This design comes from an exercise in tuning for small area and a short achievable clock period on the open sky130 flow, not from production work.
In this exercise RTL edits were held to simulation tests only and were not proved equivalent to the original.

## design.v

```verilog
module DOUBLY_PIPELINE(clk,xi,yi,r,ang,xf,yf);
input signed[15:0] xi,yi;
input clk;
output reg signed [15:0] r,ang;
output reg signed [15:0] xf,yf;
 wire signed [15:0] ri,angi;
 wire  signed [15:0] xfi,yfi;
wire  signed [15:0] g1,g2,g3,g4,g5,g6,g7,g8;
mycordic x1(clk,xi,yi,g1,g2,g3,g4,g5,g6,g7,g8,xfi,yfi);     
cordic_vec x2(clk,xi,yi,g1,g2,g3,g4,g5,g6,g7,g8,ri,angi);  
always @(*)
begin 
xf<=xfi;
yf<=yfi;  
r<=ri;
ang<=angi;
end
endmodule
module mycordic(clk,xi,yi,a1,a2,a3,a4,a5,a6,a7,a8,xf,yf);
input signed[15:0] xi,yi;
input   signed [15:0] a1,a2,a3,a4,a5,a6,a7,a8;
input clk;
output reg  signed [15:0] xf,yf;
reg  signed [15:0] x1,x2,x3,x4,x5,x6,x7,x8;
reg  signed [15:0] y1,y2,y3,y4,y5,y6,y7,y8;
wire signed [15:0] angle45,angle26,angle14,angle7,angle3_5,angle1_79,angle0_89,angle0_44;
reg  signed [15:0] angle_i [8:0];  
wire signed [15:0] s = 16'd607;
assign angle45 = 16'd4500;           
assign angle26  = 16'd2657;  
assign angle14  = 16'd1404;   
assign angle7   = 16'd713;   
assign angle3_5 = 16'd358;   
assign angle1_79 = 16'd179;  
assign angle0_89 = 16'd89;  
assign angle0_44 = 16'd44;  
always @(posedge clk)
begin  
    angle_i[0] <= angle45 ;
	    x1<= xi + yi;   
		y1<= yi - xi;
	   if (angle_i[0] > a2)
		begin 
		x2<= x1 - (y1>>>1);  
		y2<= y1 + (x1>>>1); 
		angle_i[1] <= angle_i[0] - angle26 ; 
		end 
	   else
		begin 
		x2<= x1+(y1>>>1); 
		y2<= y1-(x1>>>1);
	    angle_i[1] <= angle_i[0] + angle26 ;  
	   end
	 if (angle_i[1] > a3)
	    begin 
		 angle_i[2] <= angle_i[1] - angle14 ;  
		  x3<= x2 - (y2>>>2); 
		  y3<= y2 +(x2>>>2);
		end 
		else 
		begin 
	      angle_i[2] <= angle_i[1] + angle14 ;  
		  x3<= x2+(y2>>>2); 
		  y3<= y2-(x2>>>2);
		end 
	if (angle_i[2] > a4)
	    begin 
		  angle_i[3] <= angle_i[2] - angle7 ;  
		  x4<= x3 - (y3>>>3); 
		  y4<= y3 +(x3>>>3);
		 end 
		else 
		begin 
	     angle_i[3] <= angle_i[2] + angle7 ;  
		  x4<= x3+(y3>>>3); 
		  y4<= y3-(x3>>>3);
		end 
		if (angle_i[3] > a5)
	    begin 
			angle_i[4] <= angle_i[3] - angle3_5 ;  
			x5<= x4 - (y4>>>4); 
			y5<= y4 + (x4>>>4);
		 end 
		else 
		begin
			angle_i[4] <= angle_i[3] + angle3_5 ;  
			x5<= x4+(y4>>>4); 
			y5<= y4-(x4>>>4);
		end 
	   if (angle_i[4] > a6)
	    begin 
			angle_i[5] <= angle_i[4] - angle1_79 ;  
			x6<= x5 - (y5>>>5); 
			y6<= y5 +(x5>>>5);
		end
		else 
		begin 
	       angle_i[5] <= angle_i[4] + angle1_79 ;  
		   x6<= x5+(y5>>>5); 
		   y6<= y5-(x5>>>5);
		end 
		if (angle_i[5] > a7)
	    begin 
			angle_i[6] <= angle_i[5] - angle0_89 ;  
			x7<= x6 - (y6>>>6); 
			y7<= y6 +(x6>>>6);
		end
		else 
		begin 
			angle_i[6] <= angle_i[5] + angle0_89;  
			x7<= x6+(y6>>>6); 
			y7<= y6-(x6>>>6);
		end 
		if (angle_i[6] > a8)
	     begin 
			angle_i[7] <= angle_i[6] - angle0_44 ;  
			x8<= x7 - (y7>>>7); 
			y8<= y7 +(x7>>>7);
		 end 
		 else 
         begin 	     
			angle_i[7] <= angle_i[6] + angle0_44 ;  
			x8<= x7+(y7>>>7); 
			y8<= y7-(x7>>>7);
		 end  
      xf <=  (s*x8)/1000 ;
      yf <=  (s*y8)/1000 ;	  
end 
endmodule
module cordic_vec(clk,a0,b0,ang1,ang2,ang3,ang4,ang5,ang6,ang7,ang8,r,ang);
input signed[15:0]a0,b0;
input clk;
  output reg signed [15:0]r,ang;  
  output reg signed[15:0] ang1,ang2,ang3,ang4,ang5,ang6,ang7,ang8;  
  reg signed [15:0] a1,a2,a3,a4,a5,a6,a7,a8;
  reg signed [15:0] b1,b2,b3,b4,b5,b6,b7,b8;
  reg signed[15:0] angle_x1,angle_x2,angle_x3,angle_x4,angle_x5,angle_x6,angle_x7,angle_x8;
wire signed [15:0] v;
assign v=16'd0607;
wire [15:0]angle[7:0];
  assign angle[0]=16'd4500;
  assign angle[1]=16'd2657;
  assign angle[2]=16'd1404;
  assign angle[3]=16'd713;
  assign angle[4]=16'd358;
  assign angle[5]=16'd179;
  assign angle[6]=16'd089;
  assign angle[7]=16'd044;
  always @ (posedge clk)
   begin
      a1<=a0+b0;
      b1<=b0-a0;
      angle_x1 <= angle[0];
	  ang1 <= angle_x1;
    if(b1 < 0)  
   begin
      a2<= a1 - (b1>>>1);
      b2<= b1 + (a1>>>1);
     angle_x2<=angle_x1-angle[1];
	   ang2<= angle_x2;
     end
    else
   begin
      a2<=a1+(b1>>>1);
      b2<=b1-(a1>>>1);
      angle_x2<=angle_x1+angle[1];
	  ang2<= angle_x2;
    end
     if(b2<0)
	begin
     a3<=a2-(b2>>>2);
     b3<=b2+(a2>>>2);
     angle_x3<=angle_x2-angle[2];
	  ang3<= angle_x3;
     end
  	else
  	begin
      a3<=a2+(b2>>>2);
      b3<=b2-(a2>>>2);
      angle_x3<=angle_x2+angle[2];
	  ang3<= angle_x3;
	end
     if(b3<0)
	begin
     a4<=a3-(b3>>>3);
     b4<=b3+(a3>>>3);
     angle_x4<=angle_x3-angle[3];
	 ang4<=angle_x4;
     end
  	else
  	begin
      a4<=a3+(b3>>>3);
      b4<=b3-(a3>>>3);
     angle_x4<=angle_x3+angle[3];
	 ang4<=angle_x4;
	end
     if(b4<0)
	begin
     a5<=a4-(b4>>>4);
     b5<=b4+(a4>>>4);
      angle_x5<=angle_x4-angle[4];
	   ang5<=angle_x5;
     end
  	else
  	begin
      a5<=a4+(b4>>>4);
      b5<=b4-(a4>>>4);
      angle_x5<=angle_x4+angle[4];
	   ang5<=angle_x5;
	end
     if(b5<0)
	begin
     a6<=a5-(b5>>>5);
     b6<=b5+(a5>>>5);
    angle_x6<=angle_x5-angle[5];
	 ang6<=angle_x6;
     end
  	else
  	begin
      a6<=a5+(b5>>>5);
      b6<=b5-(a5>>>5);
      angle_x6<=angle_x5+angle[5];
	  ang6<=angle_x6;
	end
     if(b6<0)
	begin
     a7<=a6-(b6>>>6);
     b7<=b6+(a6>>>6);
     angle_x7<=angle_x6-angle[6];
	 ang7<=angle_x7;
     end
  	else
  	begin
     a7<=a6+(b6>>>6);
     b7<=b6-(a6>>>6);
      angle_x7<=angle_x6+angle[6];
	  ang7<=angle_x7;
 	 end
     if(b7<0)
	begin
      a8<=a7-(b7>>>7);
      b8<=b7+(a7>>>7);
      angle_x8<=angle_x7-angle[7];
	  ang8<=angle_x8;
     end
  	else
      begin
      a8<=a7+(b7>>>7);
      b8<=b7-(a7>>>7);
       angle_x8<=angle_x7-angle[7];
	   ang8<=angle_x8;
     end
r<=v*a8/1000;
ang<=angle_x8;
end
endmodule
```

## config.mk

```make
export PLATFORM = sky130hd
export DESIGN_NAME = DOUBLY_PIPELINE
export DESIGN_NICKNAME = DOUBLY_PIPELINE
export VERILOG_FILES = /design/flow/design.v
export SDC_FILE = /design/flow/constraint.sdc
export NUM_CORES = 4
export LEC_CHECK = 0
export CAP_MARGIN = 20
export CORE_MARGIN = 2
export CORE_UTILIZATION = 40
export SLEW_MARGIN = 20
```

## constraint.sdc

```tcl
create_clock -name core_clock -period 22.0 [get_ports {clk}]
set_input_delay 4.4000 -clock core_clock [delete_from_list [all_inputs] [get_ports {clk}]]
set_output_delay 4.4000 -clock core_clock [all_outputs]
set_load 0.01 [all_outputs]
```

## run.sh

```bash
#!/bin/bash
# synth_recipe.tcl (not shown) runs the flow's synth.tcl, then flattens the netlist and writes it again
# the make line also repeats each setting of config.mk as NAME=value (left out here)
make -C /OpenROAD-flow-scripts/flow DESIGN_CONFIG=/design/flow/config.mk WORK_HOME=/design/flow/orfs CLKGATE_MAP_FILE= SYNTH_SCRIPT=/design/flow/synth_recipe.tcl finish
```

==> run notes, run 1 <==
----------------------------------------------------
[Cells and area]
  Fin util ... 43.61%
  Register bank with the most flops ... x1.angle_i
  Final antenna diode count ... 0
  Max FFs per register ... 74
  Count of non-filler cells in the finished layout ... 11200
  Share of post-route cells with drive strength above 1 ... 5.037%
  Commonest cells after routing, fill and taps aside ... 1003 x sky130_fd_sc_hd__inv_1, 909 x sky130_fd_sc_hd__ha_1, 750 x sky130_fd_sc_hd__dfxtp_1
  Most common cell after layout, fill and taps aside ... sky130_fd_sc_hd__inv_1
  Synth-to-Final Area Change ... 8.607%
  Nets ... 9946

[STA]
  Final hold violations ... 0
  Slew margin rel. ... 28.50%
  Number of pins with negative max-slew slack in the final report ... 0
  RSZ-0062 raised after global routing ... false
  Final setup fails ... 0
  Skew final ... 0.02721 ns
  Final clock period utilization by the worst path ... 92.74%
  Minimum clock period ... 20.40 ns
  Final TNS setup ... 0 ns
  Max frequency ... 49.01 MHz
  Slew @ Worst Pin ... 1.056 ns

[Clock tree]
  Longest Clk Path Bufs ... 3
  Count of H-tree levels built during CTS ... 3
  Clock tree root buffer cell ... sky130_fd_sc_hd__clkbuf_16
  Clock slew seen by the registers of the worst setup and hold paths ... 0.06 ns
  Number of buffers inserted by post-CTS setup repair ... 0
  Clock insertion delay at the later pin of the skew report ... 0.70 ns
  CTS tree ... yes
  Num CTS Buffers ... 87
  # clock sinks ... 750

[Synthesis]
  Number of enable-type register cells in the synthesized netlist ... 0
  Biggest area consumer among synthesized cells ... sky130_fd_sc_hd__dfxtp_1
  Number of nets in the synthesized netlist ... 9923
  Gate Count Post-Synth ... 8725
  Average size of a mapped cell ... 8.407 um2
  Count of unique library cells instantiated by Yosys ... 155
  Synthesis-stage register bit count ... 750
  Total of warnings raised by yosys ... 4
  Yosys top cell area share ... 20.47%
  Portion of the post-synthesis area used by sequential elements ... 20.47%
  Main synth FF type ... sky130_fd_sc_hd__dfxtp_1
  Ys async rst share ... 0%
  Synth area leaders ... sky130_fd_sc_hd__dfxtp_1 20%, sky130_fd_sc_hd__ha_1 16%, sky130_fd_sc_hd__xnor2_1 8.0%
  Total standard cell area after synthesis ... 0.07335 mm2

[GRT]
  Maximum number of pins on one net before global-route repair ... 42
  First-pass GRT wire length ... 283900 um
  GRT Total Usage ... 17.76%
  Number of antenna violations at the first check in global routing ... 0
  Vias in the first global route ... 58770
  GRT Residual Overflow ... 0

[Detailed routing]
  1st-pass router iterations ... 5
  Detailed-route via count ... 59480
  Post-Route WL ... 168200 um
  Detailed Route Iter0 Violations ... 2962
  Detailed-route wire length per cell ... 15.02 um
  Number of remaining DRC errors ... 0
  Number of nets with antenna violations after routing ... 0
  Via-to-Cell Ratio ... 5.311

[Critical path]
  Slowest stage cell, crit path ... sky130_fd_sc_hd__a21boi_1
  R2r setup slk ... 1.60 ns
  Critical Setup Path Class ... reg -> reg
  Cell mode on critical path ... sky130_fd_sc_hd__mux2i_1
  Total stage count of the critical path ... 59
  Depth of the worst register-to-register path ... 59
  Critical path fanouts, max ... 15
  Critical Path Start Type ... flip-flop
  Max incr delay on CP ... 0.88 ns
  Count of buffering cells on the critical path with inverters included ... 3
  Endpoint kind of the worst setup timing path ... flip-flop
  Arrival time worst endpoint ... 20.96 ns
  Crit path required time ... 22.56 ns
  Cell family with most CP delay ... compound AO/OA/AOI/OAI gates

[Outcome]
  Status ... complete, no violations

[Placement]
  Dpl hpwl ... 137900 um
  Placer congestion estimate ... 0.8945
  Count of buffers from port buffering ... 95
  Total instance count after detailed placement ... 11040

[Floorplan]
  Y dimension of the die ... 432.2 um
  Number of cell rows ... 157
  Initial Util ... 40.15%
  Num ports ... 97
  Die area ... 0.1868 mm2
  Area of the core region ... 0.1827 mm2
  Horizontal die dimension ... 432.2 um

[Min path]
  Worst min-delay path class ... reg -> reg
  Number of instances on the worst hold path ... 0

[Job]
  Max-cap violations ... 0

----------------------------------------------------
per-stage QoR:
| step | setup WS [ns] | hold slack [ns] | area, um2 |
|---|---|---|---|
| final | 1.598 | 0.3235 | 79670 |
| after detailed placement | 1.826 | 0.3121 | 76650 |
| after global placement | 2.352 | 0.3100 | 76650 |
| after floorplan | 4.847 | 0.3096 | 73350 |
| after global routing | 0.03390 | 0.3294 | 79670 |
| after CTS | 1.755 | 0.3235 | 79650 |
synthesized netlist by cell type (59+ instances only):
library cell / n
sky130_fd_sc_hd__nor2b_1: 61
sky130_fd_sc_hd__fa_1: 256
sky130_fd_sc_hd__a31oi_1: 67
sky130_fd_sc_hd__inv_1: 1003
sky130_fd_sc_hd__mux2i_1: 121
sky130_fd_sc_hd__nor3_1: 204
sky130_fd_sc_hd__o211ai_1: 69
sky130_fd_sc_hd__nand2_1: 398
sky130_fd_sc_hd__and2_1: 67
sky130_fd_sc_hd__o21a_1: 81
sky130_fd_sc_hd__o21bai_1: 190
sky130_fd_sc_hd__a211oi_1: 80
sky130_fd_sc_hd__ha_1: 909
sky130_fd_sc_hd__nor2_1: 630
sky130_fd_sc_hd__dfxtp_1: 750
sky130_fd_sc_hd__xnor2_1: 670
sky130_fd_sc_hd__or3_1: 73
sky130_fd_sc_hd__xor2_1: 368
sky130_fd_sc_hd__a21oi_1: 717
sky130_fd_sc_hd__nand2b_1: 82
sky130_fd_sc_hd__a21o_1: 211
sky130_fd_sc_hd__nand3_1: 147
sky130_fd_sc_hd__o21ai_0: 367
sky130_fd_sc_hd__o31ai_1: 59
sky130_fd_sc_hd__clkbuf_1: 120
path summary, 6_finish.rpt:
kind	from	end
worst max-delay path	x2.a8[15]	x2.r[14]
worst min-delay path	x2.angle_x8[12]	x2.ang8[12]
worst max register to register	x2.a8[15]	x2.r[14]
worst min register to register	x2.angle_x8[12]	x2.ang8[12]
logic make-up after synthesis:
logic type               synth area share [%]
other                                0.005112
flip-flops                              20.47
AND/OR/NAND/NOR                         13.62
buffers and inverters                   6.372
XOR/XNOR                                12.58
adder cells (fa/ha/maj)                 22.67
AO/OA/AOI/OAI                           21.73
multiplexers                            2.555
repair_timing:
item / 4_1_cts / 5_1_grt
endpoints found under the hold margin: 0 / 0
hold buffers: 0 / 0
setup endpoints to repair: 0 / 1
resized for setup: 0 / 1
routing by layer:
layer | GRT usage (%) | wire (um) | up-vias
met2 | 31.52 | 81230 | 900
li1 | - | - | 30580
met3 | 1.824 | 5209 | 227
met5 | 0 | 0 | -
met1 | 22.47 | 77090 | 27780
met4 | 5.531 | 4695 | 0
final cells by class:
class	count	area [um2]
Clock buffer	107	2352
Clock inverter	48	644.4
Timing Repair Buffer	126	1184
Tap cell	2385	2984
Fill cell	18040	103000
Multi-Input combinational cell	6777	53710
Inverter	1006	3776
Sequential cell	750	15010
==> run 2, diff against run 1 <==
==> design.v (replaced) <==
module DOUBLY_PIPELINE(clk,xi,yi,r,ang,xf,yf);
input signed [15:0] xi,yi;
input clk;
output signed [15:0] r,ang;
output signed [15:0] xf,yf;
function [15:0] scale;
  input signed [15:0] v;
  reg signed [27:0] e, s;
  begin
    e = v;
    s = (e>>>11) - (e>>>9) - (e>>>7) + (e>>>5) + (e>>>2)
      - (e<<1) - (e<<3) - (e<<6) + (e<<9) + (e<<11)
      + (v[15] ? 28'sd4093 : 28'sd1);
    scale = s[27:12];
  end
endfunction
reg signed [15:0] a1,b1;
reg signed [15:0] a2,a3,a4,a5,a6,a7,a8;
reg signed [15:0] b2,b3,b4,b5,b6,b7;
reg        t2;
reg [1:0]  t3;
reg [2:0]  t4;
reg [3:0]  t5;
reg [4:0]  t6;
reg [5:0]  t7;
reg [5:0]  t8;
reg signed [15:0] x2,x3,x4,x5,x6,x7,x8;
reg signed [15:0] y2,y3,y4,y5,y6,y7,y8;
reg signed [15:0] r_q, xf_q, yf_q;
reg [13:0] ang_q;
wire [13:0] ang_half = 14'd4928 - (t8[0] ? 14'd2657 : 14'd0) - (t8[1] ? 14'd1404 : 14'd0)
                     - (t8[2] ? 14'd713 : 14'd0) - (t8[3] ? 14'd358 : 14'd0)
                     - (t8[4] ? 14'd179 : 14'd0) - (t8[5] ? 14'd89 : 14'd0);
always @(posedge clk) begin
  a1 <= xi + yi;
  b1 <= yi - xi;
  a2 <= b1[15] ? a1 - (b1>>>1) : a1 + (b1>>>1);
  b2 <= b1[15] ? b1 + (a1>>>1) : b1 - (a1>>>1);
  a3 <= b2[15] ? a2 - (b2>>>2) : a2 + (b2>>>2);
  b3 <= b2[15] ? b2 + (a2>>>2) : b2 - (a2>>>2);
  a4 <= b3[15] ? a3 - (b3>>>3) : a3 + (b3>>>3);
  b4 <= b3[15] ? b3 + (a3>>>3) : b3 - (a3>>>3);
  a5 <= b4[15] ? a4 - (b4>>>4) : a4 + (b4>>>4);
  b5 <= b4[15] ? b4 + (a4>>>4) : b4 - (a4>>>4);
  a6 <= b5[15] ? a5 - (b5>>>5) : a5 + (b5>>>5);
  b6 <= b5[15] ? b5 + (a5>>>5) : b5 - (a5>>>5);
  a7 <= b6[15] ? a6 - (b6>>>6) : a6 + (b6>>>6);
  b7 <= b6[15] ? b6 + (a6>>>6) : b6 - (a6>>>6);
  a8 <= b7[15] ? a7 - (b7>>>7) : a7 + (b7>>>7);
  t2 <= b1[15];
  t3 <= {b2[15], t2};
  t4 <= {b3[15], t3};
  t5 <= {b4[15], t4};
  t6 <= {b5[15], t5};
  t7 <= {b6[15], t6};
  t8 <= t7;
  x2 <= t3[0] ? a1 - (b1>>>1) : a1 + (b1>>>1);
  y2 <= t3[0] ? b1 + (a1>>>1) : b1 - (a1>>>1);
  x3 <= t4[1] ? x2 - (y2>>>2) : x2 + (y2>>>2);
  y3 <= t4[1] ? y2 + (x2>>>2) : y2 - (x2>>>2);
  x4 <= t5[2] ? x3 - (y3>>>3) : x3 + (y3>>>3);
  y4 <= t5[2] ? y3 + (x3>>>3) : y3 - (x3>>>3);
  x5 <= t6[3] ? x4 - (y4>>>4) : x4 + (y4>>>4);
  y5 <= t6[3] ? y4 + (x4>>>4) : y4 - (x4>>>4);
  x6 <= t7[4] ? x5 - (y5>>>5) : x5 + (y5>>>5);
  y6 <= t7[4] ? y5 + (x5>>>5) : y5 - (x5>>>5);
  x7 <= t8[5] ? x6 - (y6>>>6) : x6 + (y6>>>6);
  y7 <= t8[5] ? y6 + (x6>>>6) : y6 - (x6>>>6);
  x8 <= x7 - (y7>>>7);
  y8 <= y7 + (x7>>>7);
  r_q   <= scale(a8);
  xf_q  <= scale(x8);
  yf_q  <= scale(y8);
  ang_q <= ang_half;
end
assign r = r_q;
assign xf = xf_q;
assign yf = yf_q;
assign ang = {ang_q[13], ang_q, 1'b0};
endmodule
==> run 2 against run 1 <==
Compared with the run above: final cell count down 36%; count of clock-buffer cells in the layout shrank 18; worst hold slack got worse by 0.0070 ns; critical path depth decreased by 48; first-iteration DRC count down 49%; non-clock buffer count is 12 lower; utilization rose by 0.94 points; fmax rose to 3.0 times the previous value; worst setup slack gained 14 ns; via count down 40%; flip-flop and latch count down 207; sequential share of layout area is 1.5 points higher; critical path type is now in -> reg; largest cell class unchanged.
==> run notes, run 2 <==
----------------------------------------------------
[Cells and area]
  Area of all sequential standard cells ... 0.01087 mm2 (was 0.01501 mm2)
  Fin util ... 44.55% (was 43.61%)
  Share of post-route cells with drive strength above 1 ... 3.511% (was 5.037%)
  Final antenna diode count ... 0 (unchanged)
  Nets ... 6523 (was 9946)
  Number of inserted filler cells in the final layout ... 11740 (was 18040)
  Multi-input logic area ... 0.03417 mm2 (was 0.05371 mm2)
  Synth-to-Final Area Change ... 10.53% (was 8.607%)
  Post-route standard cell area excluding fillers ... 0.05337 mm2 (was 0.07967 mm2)
  Commonest cells after routing, fill and taps aside ... 769 x sky130_fd_sc_hd__inv_1, 669 x sky130_fd_sc_hd__ha_1, 543 x sky130_fd_sc_hd__dfxtp_1 (was 1003 x sky130_fd_sc_hd__inv_1, 909 x sky130_fd_sc_hd__ha_1, 750 x sky130_fd_sc_hd__dfxtp_1)
  Most common cell after layout, fill and taps aside ... sky130_fd_sc_hd__inv_1 (unchanged)

[Synthesis]
  Main synth FF type ... sky130_fd_sc_hd__dfxtp_1 (unchanged)
  Synth area leaders ... sky130_fd_sc_hd__dfxtp_1 23%, sky130_fd_sc_hd__ha_1 17%, sky130_fd_sc_hd__fa_1 14% (was sky130_fd_sc_hd__dfxtp_1 20%, sky130_fd_sc_hd__ha_1 16%, sky130_fd_sc_hd__xnor2_1 8.0%)
  Total standard cell area after synthesis ... 0.04829 mm2 (was 0.07335 mm2)
  Yosys top cell area share ... 22.51% (was 20.47%)
  Average size of a mapped cell ... 8.997 um2 (was 8.407 um2)
  Portion of the post-synthesis area used by sequential elements ... 22.51% (was 20.47%)
  Synthesis-stage register bit count ... 543 (was 750)
  Number of enable-type register cells in the synthesized netlist ... 0 (unchanged)
  Biggest area consumer among synthesized cells ... sky130_fd_sc_hd__dfxtp_1 (unchanged)
  Total of warnings raised by yosys ... 1 (was 4)
  Number of nets in the synthesized netlist ... 6415 (was 9923)
  Ys async rst share ... 0% (unchanged)
  Synth cell count leaders ... 769 x sky130_fd_sc_hd__inv_1, 669 x sky130_fd_sc_hd__ha_1, 543 x sky130_fd_sc_hd__dfxtp_1, 431 x sky130_fd_sc_hd__xnor2_1, 425 x sky130_fd_sc_hd__nor2_1 (was 1003 x sky130_fd_sc_hd__inv_1, 909 x sky130_fd_sc_hd__ha_1, 750 x sky130_fd_sc_hd__dfxtp_1, 717 x sky130_fd_sc_hd__a21oi_1, 670 x sky130_fd_sc_hd__xnor2_1)
  Most repeated cell in the gate-level netlist after synthesis ... sky130_fd_sc_hd__inv_1 (unchanged)
  Count of unique library cells instantiated by Yosys ... 82 (was 155)
  Gate Count Post-Synth ... 5367 (was 8725)

[GRT]
  GRT Residual Overflow ... 0 (unchanged)
  GRT Total Usage ... 17.55% (was 17.76%)
  Number of antenna violations at the first check in global routing ... 0 (unchanged)
  Vias in the first global route ... 36230 (was 58770)
  First-pass GRT wire length ... 179500 um (was 283900 um)
  Maximum number of pins on one net before global-route repair ... 35 (was 42)

[Critical path]
  Slowest stage cell, crit path ... sky130_fd_sc_hd__or4b_2 (was sky130_fd_sc_hd__a21boi_1)
  Critical Path Start Type ... input port (was flip-flop)
  Critical path fanouts, max ... 4 (was 15)
  Critical Setup Path Class ... in -> reg (was reg -> reg)
  Count of buffering cells on the critical path with inverters included ... 2 (was 3)
  Arrival time worst endpoint ... 7.38 ns (was 20.96 ns)
  R2r setup slk ... 16.21 ns (was 1.60 ns)
  Crit path required time ... 22.57 ns (was 22.56 ns)
  Cell mode on critical path ... sky130_fd_sc_hd__a21oi_1 (was sky130_fd_sc_hd__mux2i_1)
  Max incr delay on CP ... 0.67 ns (was 0.88 ns)
  Endpoint kind of the worst setup timing path ... flip-flop (unchanged)
  Worst-path cell chain ... clkdlybuf4s50_1 > inv_1 > ha_1 > nand2b_1 > a21oi_1 > o21ai_0 > a21oi_1 > o41ai_2 > a21oi_1 > or4b_2 > nand3_1
  Cell family with most CP delay ... compound AO/OA/AOI/OAI gates (unchanged)

[Floorplan]
  Y dimension of the die ... 351.4 um (was 432.2 um)
  Horizontal die dimension ... 351.4 um (was 432.2 um)
  Area of the core region ... 0.1198 mm2 (was 0.1827 mm2)
  Number of cell rows ... 127 (was 157)
  Initial Util ... 40.30% (was 40.15%)
  Die area ... 0.1235 mm2 (was 0.1868 mm2)
  Num ports ... 97 (unchanged)

[Detailed routing]
  Number of nets with antenna violations after routing ... 0 (unchanged)
  Via-to-Cell Ratio ... 4.998 (was 5.311)
  Detailed-route via count ... 35670 (was 59480)
  Number of remaining DRC errors ... 0 (unchanged)
  Detailed Route Iter0 Violations ... 1510 (was 2962)
  Detailed-route wire length per cell ... 14.88 um (was 15.02 um)
  Post-Route WL ... 106200 um (was 168200 um)
  1st-pass router iterations ... 7 (was 5)

[STA]
  Skew final ... 0.02658 ns (was 0.02721 ns)
  Final TNS setup ... 0 ns (unchanged)
  Final clock period utilization by the worst path ... 30.92% (was 92.74%)
  Final hold violations ... 0 (unchanged)
  Slew margin rel. ... 35.15% (was 28.50%)
  Minimum clock period ... 6.803 ns (was 20.40 ns)
  Slew @ Worst Pin ... 0.9716 ns (was 1.056 ns)
  Number of pins with negative max-slew slack in the final report ... 0 (unchanged)
  Max frequency ... 147.0 MHz (was 49.01 MHz)
  RSZ-0062 raised after global routing ... false (unchanged)
  Final setup fails ... 0 (unchanged)

[Min path]
  Worst min-delay path class ... reg -> reg (unchanged)

[Clock tree]
  Number of buffers inserted by post-CTS setup repair ... 0 (unchanged)
  Clock tree root buffer cell ... sky130_fd_sc_hd__clkbuf_16 (unchanged)
  Clock insertion delay at the later pin of the skew report ... 0.65 ns (was 0.70 ns)
  # clock sinks ... 543 (was 750)
  CTS tree ... yes (unchanged)
  Clock slew seen by the registers of the worst setup and hold paths ... 0.05 ns (was 0.06 ns)
  Num CTS Buffers ... 68 (was 87)
  Number of cells upsized or downsized after cts ... 0 (unchanged)
  Cts hold-fix bufs ... 0 (unchanged)
  Count of H-tree levels built during CTS ... 3 (unchanged)
  Longest Clk Path Bufs ... 3 (unchanged)

[Placement]
  Dpl hpwl ... 88130 um (was 137900 um)
  DP Area ... 0.05105 mm2 (was 0.07665 mm2)
  Placer congestion estimate ... 0.9030 (was 0.8945)
  Count of buffers from port buffering ... 95 (unchanged)

[Outcome]
  Status ... complete, no violations (unchanged)

[Job]
  Max-cap violations ... 0 (unchanged)

----------------------------------------------------
[run 2: changes by cell type in the layout (fill, tap and decap cells not counted), moves of 90 or more]
cell                       previous run  this run
sky130_fd_sc_hd__a21oi_1            717       423
sky130_fd_sc_hd__dfxtp_1            750       543
sky130_fd_sc_hd__fa_1               256       346
sky130_fd_sc_hd__ha_1               909       669
sky130_fd_sc_hd__inv_1             1003       769
sky130_fd_sc_hd__nand2_1            398       158
sky130_fd_sc_hd__nand3_1            147        49
sky130_fd_sc_hd__nor2_1             629       425
sky130_fd_sc_hd__o21ai_0            366       190
sky130_fd_sc_hd__o21bai_1           190        48
sky130_fd_sc_hd__xnor2_1            669       431
sky130_fd_sc_hd__xor2_1             368       208
[run 2: worst paths after layout]
path	start	end	cells after the start
max	xi[1]	a1[15]	11
min	t3[1]	t4[1]	0
max reg2reg	x8[15]	xf_q[11]	19
min reg2reg	t3[1]	t4[1]	0
[run 2: metal layers]
layer | global-route usage [%] | share of wire, % | vias to the layer above
met3 | 2.094 | 2.8 | 199
met4 | 5.651 | 3.1 | 0
met2 | 32.40 | 50 | 514
met1 | 21.01 | 44 | 16710
li1 | - | - | 18250
met5 | 0 | 0 | -
[run 2: layout make-up]
cell class	instances	share of cell area, %
tap	1612	3.779
sequential	543	20.37
inverter	770	5.415
multi-input combinational	3978	64.03
clock buffer	89	3.619
clock inverter	31	0.7431
timing repair buffer	114	2.049
[run 2: cell families after synthesis]
logic type | synth area share [%]
and+or+nand+nor | 11.46
muxes | 1.376
buffers and inverters | 6.716
AOI/OAI and AO/OA | 14.66
xor gates and xnor gates | 11.59
adders and majority gates | 31.68
other | 0.007766
DFF | 22.51
[run 2: per-stage QoR]
step / cells / worst slack [ns] / hold slack, ns
2_1_floorplan: 5367 / 15.62 / 0.3096
3_3_place_gp: 7017 / 14.62 / 0.3121
3_5_place_dp: 7017 / 14.56 / 0.3121
4_1_cts: 7137 / 15.23 / 0.3172
5_1_grt: 7137 / 15.08 / 0.3120
6_report: 7137 / 15.20 / 0.3164

==> re-timing with driven ports <==
Ports are ideal in the flow. The routed layouts listed here were re-timed in OpenROAD. Step 1 (the two cells are an assumption about what drives the block):
set clk [get_ports {clk}]
set_driving_cell -lib_cell sky130_fd_sc_hd__clkbuf_16 $clk
set_driving_cell -lib_cell sky130_fd_sc_hd__buf_2 [delete_from_list [all_inputs] $clk]
Step 2 also shifts input and output timing later by t, the mid clock arrival at the registers, as if the neighbouring blocks saw the same clock. Slacks: no drivers / after step 1 / after step 2; pairs: no drivers / after step 1.
run	t, ns	setup slack, ns	worst data-port slew with drivers (ns)	cell pins on the clock port's net
run 1	0.756	1.598 / 1.598 / 1.598	0.03	1
run 2	0.706	15.197 / 15.244 / 14.538	0.04	1
After both steps every run listed still meets setup and hold. For run 2, which loses most, drivers alone change the setup slack by +0.047 ns; drivers and shift together by -0.659 ns.
